Context: an optimization exercise on an open-source flow, tuned for small area and a short achievable clock period. The choices shown serve that exercise and are no tape-out recipe. Only simulation tests tie the RTL to the original design; equivalence was not proved. No activity file was given, so power comes from the tool's default toggle rates.

--- design/flow/constraint.sdc ---
create_clock -name core_clock -period 4.6 [get_ports {clk}]
set_input_delay 0.9200 -clock core_clock [delete_from_list [all_inputs] [get_ports {clk}]]
set_output_delay 0.9200 -clock core_clock [all_outputs]
set_load 0.01 [all_outputs]
--- design/flow/run.sh ---
#!/bin/bash
# synth_recipe.tcl (not shown) runs the flow's synth.tcl, then flattens the netlist and writes it again
# the make line also repeats each setting of config.mk as NAME=value (left out here)
make -C /OpenROAD-flow-scripts/flow DESIGN_CONFIG=/design/flow/config.mk WORK_HOME=/design/flow/orfs CLKGATE_MAP_FILE= SYNTH_SCRIPT=/design/flow/synth_recipe.tcl finish
--- design/flow/design.v ---
module alu(
  input   wire  [63:0]    in1       ,
  input   wire  [63:0]    in2       ,
  input   wire  [2:0]     op        ,
  input   wire            in_valid  ,
  output  wire            in_ready  ,
  output  reg   [63:0]    res       ,
  output  reg             out_valid ,
  input   wire            out_ready ,
  input   wire            clk       ,
  input   wire            rstn      
);
  parameter  OP_ADD = 3'b000;
  parameter  OP_SUB = 3'b001;
  parameter  OP_XOR = 3'b010;
  parameter  OP_AND = 3'b110;
  parameter  OP_OR  = 3'b111;
  wire  [63:0]  adder_in1 = in1;
  wire  [63:0]  adder_in2 = ( op==OP_SUB ) ? (~in2) : in2;
  wire          cin = (op==OP_SUB);
  wire  [63:0]  p  =  adder_in1 | adder_in2 ;
  wire  [63:0]  g  =  adder_in1 & adder_in2 ;
  wire  [63:0]  c;
  wire  [63:0]  sum;
  carry64 carry64_inst(
    .p  (p),
    .g  (g),
    .cin(cin),
    .c  (c),
    .P  ( ),
    .G  ( )
  );
  wire  [63:0]  carry_in =  (op[2:1]==2'b01) ? 64'b0 : c ;
  genvar i;
  generate
    for(i=0; i<64; i=i+1) begin
      single_adder single_adder_inst(
        .a  (adder_in1[i]),
        .b  (adder_in2[i]),
        .cin(carry_in[i] ),
        .s  (sum[i]      )
      );
    end
  endgenerate
  wire  [63:0]  result = ( {64{(op[2]==1'b0)}} & sum )  |
                         ( {64{(op==OP_AND )}} & g   )  |
                         ( {64{(op==OP_OR  )}} & p   )  ;
  always@(posedge clk) begin
    if(!rstn)
      res <= 64'b0;
    else if(in_valid && in_ready)
      res <= result;
  end
  always@(posedge clk) begin
    if(!rstn)
      out_valid <= 1'b0;
    else if(in_valid && in_ready)
      out_valid <= 1'b1;
    else if(out_valid && out_ready)
      out_valid <= 1'b0;
  end
  assign in_ready = ~(out_valid & !out_ready) ;
endmodule
module carry64(
  input   wire    [63:0]  p   ,
  input   wire    [63:0]  g   ,
  input   wire            cin ,
  output  wire    [63:0]  c   ,
  output  wire            P   ,
  output  wire            G   
);
  assign  c[0] = cin ;
  wire  [15:0]  P_1 ;
  wire  [15:0]  G_1 ;
  wire  [3:0]   P_2 ;
  wire  [3:0]   G_2 ;
  genvar i;
  generate
    for(i=0; i<16; i=i+1) begin
      carry4 carry4_inst(
        .p  (p[i*4+3:i*4]) ,
        .g  (g[i*4+3:i*4]) ,
        .cin(c[i*4]) ,
        .c  (c[i*4+3:i*4+1]) ,
        .P  (P_1[i]) ,
        .G  (G_1[i]) 
      );
    end
  endgenerate
  generate
    for(i=0; i<4; i=i+1) begin
      carry4 carry4_inst(
        .p  (P_1[i*4+3:i*4]) ,
        .g  (G_1[i*4+3:i*4]) ,
        .cin(c[i*16] ) ,
        .c  ({c[i*16+12],c[i*16+8],c[i*16+4]}) ,
        .P  (P_2[i]  ) ,
        .G  (G_2[i]  ) 
      );
    end
  endgenerate
  carry4 carry4_inst(
    .p  (P_2)  ,
    .g  (G_2)  ,
    .cin(c[0]) ,
    .c  ({c[48],c[32],c[16]})  ,
    .P  (P  )  ,
    .G  (G  )  
  );
endmodule
module carry4(
  input   wire    [3:0]   p   ,
  input   wire    [3:0]   g   ,
  input   wire            cin ,
  output  wire    [3:1]   c   ,
  output  wire            P   ,
  output  wire            G   
);
  assign  {c[1]} = (cin & p[0]) | g[0] ;
  assign  {c[2]} = (cin & p[0] & p[1]) | (g[0] & p[1]) | g[1] ;
  assign  {c[3]} = (cin & p[0] & p[1] & p[2]) | (g[0] & p[1] & p[2]) | (g[1] & p[2]) | g[2] ;
  assign  P =  p[0] & p[1] & p[2] & p[3] ;
  assign  G = (g[0] & p[1] & p[2] & p[3]) | (g[1] & p[2] & p[3]) | (g[2] & p[3]) | g[3] ;
endmodule
module single_adder(
  input   wire  a   ,
  input   wire  b   ,
  input   wire  cin ,
  output  wire  s
);
  assign s = (a & b & cin) | (a & ~b & ~cin) | (~a & b & ~cin) | (~a & ~b & cin) ;
endmodule
--- design/flow/config.mk ---
export PLATFORM = sky130hd
export DESIGN_NAME = alu
export DESIGN_NICKNAME = alu
export VERILOG_FILES = /design/flow/design.v
export SDC_FILE = /design/flow/constraint.sdc
export NUM_CORES = 4
export LEC_CHECK = 0
export CAP_MARGIN = 20
export CORE_MARGIN = 2
export CORE_UTILIZATION = 40
export SLEW_MARGIN = 20
==> impl_results.md <==
- Number of flops mapped to enable cells by yosys: 0
- Number of buffers added to fix hold violations after cts: 0
- Crit Reg-Reg Startpoint: out_valid
- Internal portion of total power: 2.07 mW
- WP data required: 4840 ps
- Slew at the pin with the worst max-slew slack: 887 ps
- Initial antenna violation count: 1
- Cell count of the worst hold path: 2
- Number of CTS-inserted buffers: 9
- I/O pins: 201
- Number of buffers added on ports: 200
- Crit-path max FO: 15
- Vias post-DR: 14600
- Leading cell types by total area after synthesis: sky130_fd_sc_hd__dfxtp_1, sky130_fd_sc_hd__xnor2_1, sky130_fd_sc_hd__o21ai_0
- Worst vdd rail ir drop: 0.000247 V
- Main flop type after synthesis: sky130_fd_sc_hd__dfxtp_1
- Status: complete, no violations
- Clk sinks: 65
- Gr ovfl total: 0
- RSZ-0062 raised after global routing: yes
- Fin area: 15600 um^2
- Area growth from synthesis to final layout: 37.5%
- Layout filler cell count: 2730
- Sw Share: 39.9%
- Slack of the worst reg-to-reg path: 2280 ps
- Highest clock rate: 221 MHz
- Net switching component of the power: 1.37 mW
- Share of total power in combinational logic: 55.9%
- Maximum number of pins on one net before global-route repair: 79
- Post-CTS clock slew at the launch and capture registers of the worst setup and hold paths: 60 ps
- Maximum root-to-sink buffer count: 2
- Post-Place Setup Slack: -394 ps
- Fraction of the core area covered by cells at the end of the flow: 55.9%
- Synthesized area divided by synthesized cell count: 6.41 um^2
- Number of standard-cell rows in the floorplan: 61
- Post-Route Skew: 9.53 ps
- Root cell of the clock tree: sky130_fd_sc_hd__clkbuf_16
- Overall track demand over capacity in global routing: 30.0%
- Part of the total power dissipated in the clock network: 25.4%
- Worst hold endpoint: res[0]
- Clock latency (worst-skew pair): 360 ps
- Critical Path End Type: flop
- Number of global-route vias before repair: 13600
- Total instance count after detailed placement: 2425
- Post-detailed-route via-to-cell ratio: 5.96
- DRC violation total after the first TritonRoute iteration: 1335
- Wire length per cell after detailed routing: 18.5 um
- Post-DP Area: 15100 um^2
- Number of standard cells in the layout, taps in and fillers out: 2445
- CP Data Arrival Time: 4760 ps
- Yosys top cell area share: 11.5%
- Post-route minimum period: 4520 ps
- Number of detailed-routing iterations run before antenna repair: 6
- Power per cell area: 221 nW/um^2
- Leakage power: 6.00 nW
- End of the worst register-to-register path: res[46]
- Number of failing setup endpoints in the final timing report: 0
- Number of nets in the layout: 2196
- Die width: 172 um
- Post-route setup TNS: 0 ps
- Post-synthesis cell type with the largest combined area: sky130_fd_sc_hd__dfxtp_1
- Register-to-Register Path Depth: 8
- GPL Wtd Cong: 0.952
- Min setup slack post-route: 80.7 ps
- Mapped cell area: 11300 um^2
- Initial core utilization: 40.6%
- Share of the clock period used by the worst path after layout: 98.2%
- Half-perimeter wire length after detailed placement: 33.1 mm
- CTS tree: done
- Fraction of registers with async set/reset: 0%
- Path type of the worst setup path: primary input to flop
- Number of endpoints with negative hold slack in the final report: 0
- Std-Cell Core Area: 27900 um^2
- Final Max Tran Viols: 0
- YS warnings: 1
- Post-layout total power: 3.44 mW
- Startpoint types: primary input
- Tightest Hold Check Type: flop to flop
- Total die area: 29700 um^2
- Detailed Route WL: 45.3 mm
- Critical hold path startpoint: res[0]
- Wire length of the first global-routing pass: 71.1 mm
- Number of max-cap violations: 0
- Die height: 172 um
- Cell count after synthesis: 1766
- DRC violations left: 0
- Number of library cell types mapped by synthesis: 87
- Ratio of cells with drive above 1 in the final layout: 16.5%
- Sequential power share: 18.7%
- Hold slack final: 458 ps
- Yosys reg bits: 65
- Sequential share of the synthesized area: 11.5%
- Total number of H-tree levels: 3
- Post-synth net total: 1901
- Post-route ant nets: 0
- Worst relative slew slack: 40.8%
[routing by layer]
metal | wire, um | GRT usage [%] | up-vias
li1 | - | - | 7068
met1 | 20200 | 40.5 | 6760
met2 | 20100 | 49.1 | 652
met3 | 3700 | 4.26 | 89
met4 | 1230 | 10.0 | 0
met5 | 0 | 0 | -
[sequential cells by signal, indices dropped and copies added (netlist names)]
signal / count
out_valid: 1
res: 64
[cell usage after synthesis, types with 6 or more instances]
library cell                number
sky130_fd_sc_hd__nor2_1        192
sky130_fd_sc_hd__o21ai_0       191
sky130_fd_sc_hd__nand2_1       170
sky130_fd_sc_hd__a21oi_1       153
sky130_fd_sc_hd__clkbuf_1      143
sky130_fd_sc_hd__xnor2_1       119
sky130_fd_sc_hd__dfxtp_1        65
sky130_fd_sc_hd__inv_1          58
sky130_fd_sc_hd__nor3_1         49
sky130_fd_sc_hd__nand3_1        44
sky130_fd_sc_hd__o211ai_1       42
sky130_fd_sc_hd__maj3_1         34
sky130_fd_sc_hd__mux2i_1        34
sky130_fd_sc_hd__a31oi_1        27
sky130_fd_sc_hd__o22ai_1        23
sky130_fd_sc_hd__a211oi_1       22
sky130_fd_sc_hd__nand2b_1       21
sky130_fd_sc_hd__and3_1         20
sky130_fd_sc_hd__o221ai_1       19
sky130_fd_sc_hd__xor2_1         19
sky130_fd_sc_hd__buf_1          18
sky130_fd_sc_hd__and2_1         17
sky130_fd_sc_hd__a221oi_1       16
sky130_fd_sc_hd__a22oi_1        14
sky130_fd_sc_hd__a32o_1         13
sky130_fd_sc_hd__a32oi_1        13
sky130_fd_sc_hd__o2111ai_1      13
sky130_fd_sc_hd__o21bai_1       12
sky130_fd_sc_hd__a21o_1         11
sky130_fd_sc_hd__buf_2          11
sky130_fd_sc_hd__o21a_1         11
sky130_fd_sc_hd__nor2b_1        10
sky130_fd_sc_hd__nor4_1         10
sky130_fd_sc_hd__o31ai_1        10
sky130_fd_sc_hd__a221o_1         9
sky130_fd_sc_hd__nand4_1         9
sky130_fd_sc_hd__mux2_2          8
sky130_fd_sc_hd__a311oi_1        7
sky130_fd_sc_hd__nor3b_1         7
sky130_fd_sc_hd__o311ai_0        6
[final cells by class]
class	instances	area [um^2]	share of cell area [%]
Antenna cell	1	2.50	0.0161
Clock buffer	10	239	1.54
Clock inverter	6	114	0.732
Inverter	58	218	1.40
Multi-Input combinational cell	1464	9190	59.1
Sequential cell	65	1300	8.36
Tap cell	378	473	3.04
Timing Repair Buffer	463	4030	25.9
[cells in the final DEF, fill, tap and decap left out, types with 10 or more instances in the layout]
cell type and count:
sky130_fd_sc_hd__buf_4 258, sky130_fd_sc_hd__clkdlybuf4s50_1 197, sky130_fd_sc_hd__nor2_1 190, sky130_fd_sc_hd__o21ai_0 189, sky130_fd_sc_hd__nand2_1 170, sky130_fd_sc_hd__a21oi_1 150
sky130_fd_sc_hd__xnor2_1 117, sky130_fd_sc_hd__dfxtp_1 65, sky130_fd_sc_hd__inv_1 57, sky130_fd_sc_hd__nor3_1 46, sky130_fd_sc_hd__nand3_1 44, sky130_fd_sc_hd__o211ai_1 42
sky130_fd_sc_hd__mux2i_1 34, sky130_fd_sc_hd__maj3_1 32, sky130_fd_sc_hd__a31oi_1 27, sky130_fd_sc_hd__o22ai_1 23, sky130_fd_sc_hd__nand2b_1 21, sky130_fd_sc_hd__and3_1 20
sky130_fd_sc_hd__a211oi_1 20, sky130_fd_sc_hd__xor2_1 19, sky130_fd_sc_hd__and2_1 18, sky130_fd_sc_hd__o221ai_1 18, sky130_fd_sc_hd__a221oi_1 15, sky130_fd_sc_hd__a22oi_1 14
sky130_fd_sc_hd__o2111ai_1 13, sky130_fd_sc_hd__a32o_1 13, sky130_fd_sc_hd__a32oi_1 13, sky130_fd_sc_hd__o21bai_1 12, sky130_fd_sc_hd__o21a_1 11, sky130_fd_sc_hd__a21o_1 11
sky130_fd_sc_hd__nor2b_1 10, sky130_fd_sc_hd__nor4_1 10
[critical path, cell delays in order]
cell and delay [ps]:
sky130_fd_sc_hd__buf_2 120, sky130_fd_sc_hd__or3b_4 490, sky130_fd_sc_hd__buf_6 200, sky130_fd_sc_hd__o21ai_0 230
sky130_fd_sc_hd__o21ai_0 160, sky130_fd_sc_hd__o211ai_1 420, sky130_fd_sc_hd__buf_4 220, sky130_fd_sc_hd__o21ai_1 100
sky130_fd_sc_hd__a21o_1 230, sky130_fd_sc_hd__o21a_1 220, sky130_fd_sc_hd__nor4_1 350, sky130_fd_sc_hd__nor3_2 110
sky130_fd_sc_hd__buf_4 160, sky130_fd_sc_hd__buf_4 130, sky130_fd_sc_hd__xnor2_1 150, sky130_fd_sc_hd__nand2_1 70
sky130_fd_sc_hd__a221o_1 290, sky130_fd_sc_hd__a22o_1 190
[repair_timing]
item / CTS / global route
pin swaps: 0 / 9
setup endpoints to repair: 1 / 36
buffers inserted: 0 / 2
resized for setup: 1 / 27
cloned: 0 / 0
[logic make-up (layout without fill, tap and decap cells)]
group	Yosys count	count (layout)	share of synthesized area, %
compound gates	673	673	39.0
fa+ha+maj	35	35	3.10
other cells	0	1	0
xor+xnor	140	140	11.0
mux	43	43	4.00
simple gates	573	573	23.0
flops	65	65	11.5
buf+inv	237	537	8.38
[power groups by stage]
| stage | combinational, mW | clock, mW | sequential, mW |
|---|---|---|---|
| CTS | 1.87 | 0.886 | 0.644 |
| detailed placement | 1.86 | 0 | 0.656 |
| global placement | 1.83 | 0 | 0.656 |
| global route | 2.11 | 0.902 | 0.649 |
| floorplan | 1.08 | 0 | 0.670 |
| finish | 1.92 | 0.872 | 0.644 |
[worst max path at each step]
| stage | to | slack, ps | cells past startpoint | start |
|---|---|---|---|---|
| finish | res[11] | 80 | 18 | op[2] |
| global route | res[11] | -80 | 17 | op[2] |
| CTS | res[55] | 8 | 17 | op[1] |
| detailed placement | res[59] | -390 | 14 | in2[37] |
| global placement | res[59] | -310 | 14 | in2[37] |
| floorplan | res[43] | 10 | 18 | op[2] |

==> afterwards: timing with drivers on the ports <==
In the flow no input, the clock included, has a driving cell. The finished layout below was timed again as built, in two steps.
Step 1 (the two cells are an assumption about what drives the block):
set clk [get_ports {clk}]
set_driving_cell -lib_cell sky130_fd_sc_hd__clkbuf_16 $clk
set_driving_cell -lib_cell sky130_fd_sc_hd__buf_2 [delete_from_list [all_inputs] $clk]
Step 2 also shifts input and output timing later by t, the mid clock arrival at the registers, as if the neighbouring blocks saw the same clock.
a / b / c = no drivers / after step 1 / after step 2; a / b = the first two.
shift t [ns]: 0.401
slack for setup (ns): 0.081 / 0.074 / -0.327
worst register clock-pin slew, ns: 0.07 / 0.07
Met with ideal ports but missed after step 2: setup timing in this run. For this run, drivers alone change the setup slack by -0.007 ns; drivers and shift together by -0.408 ns.
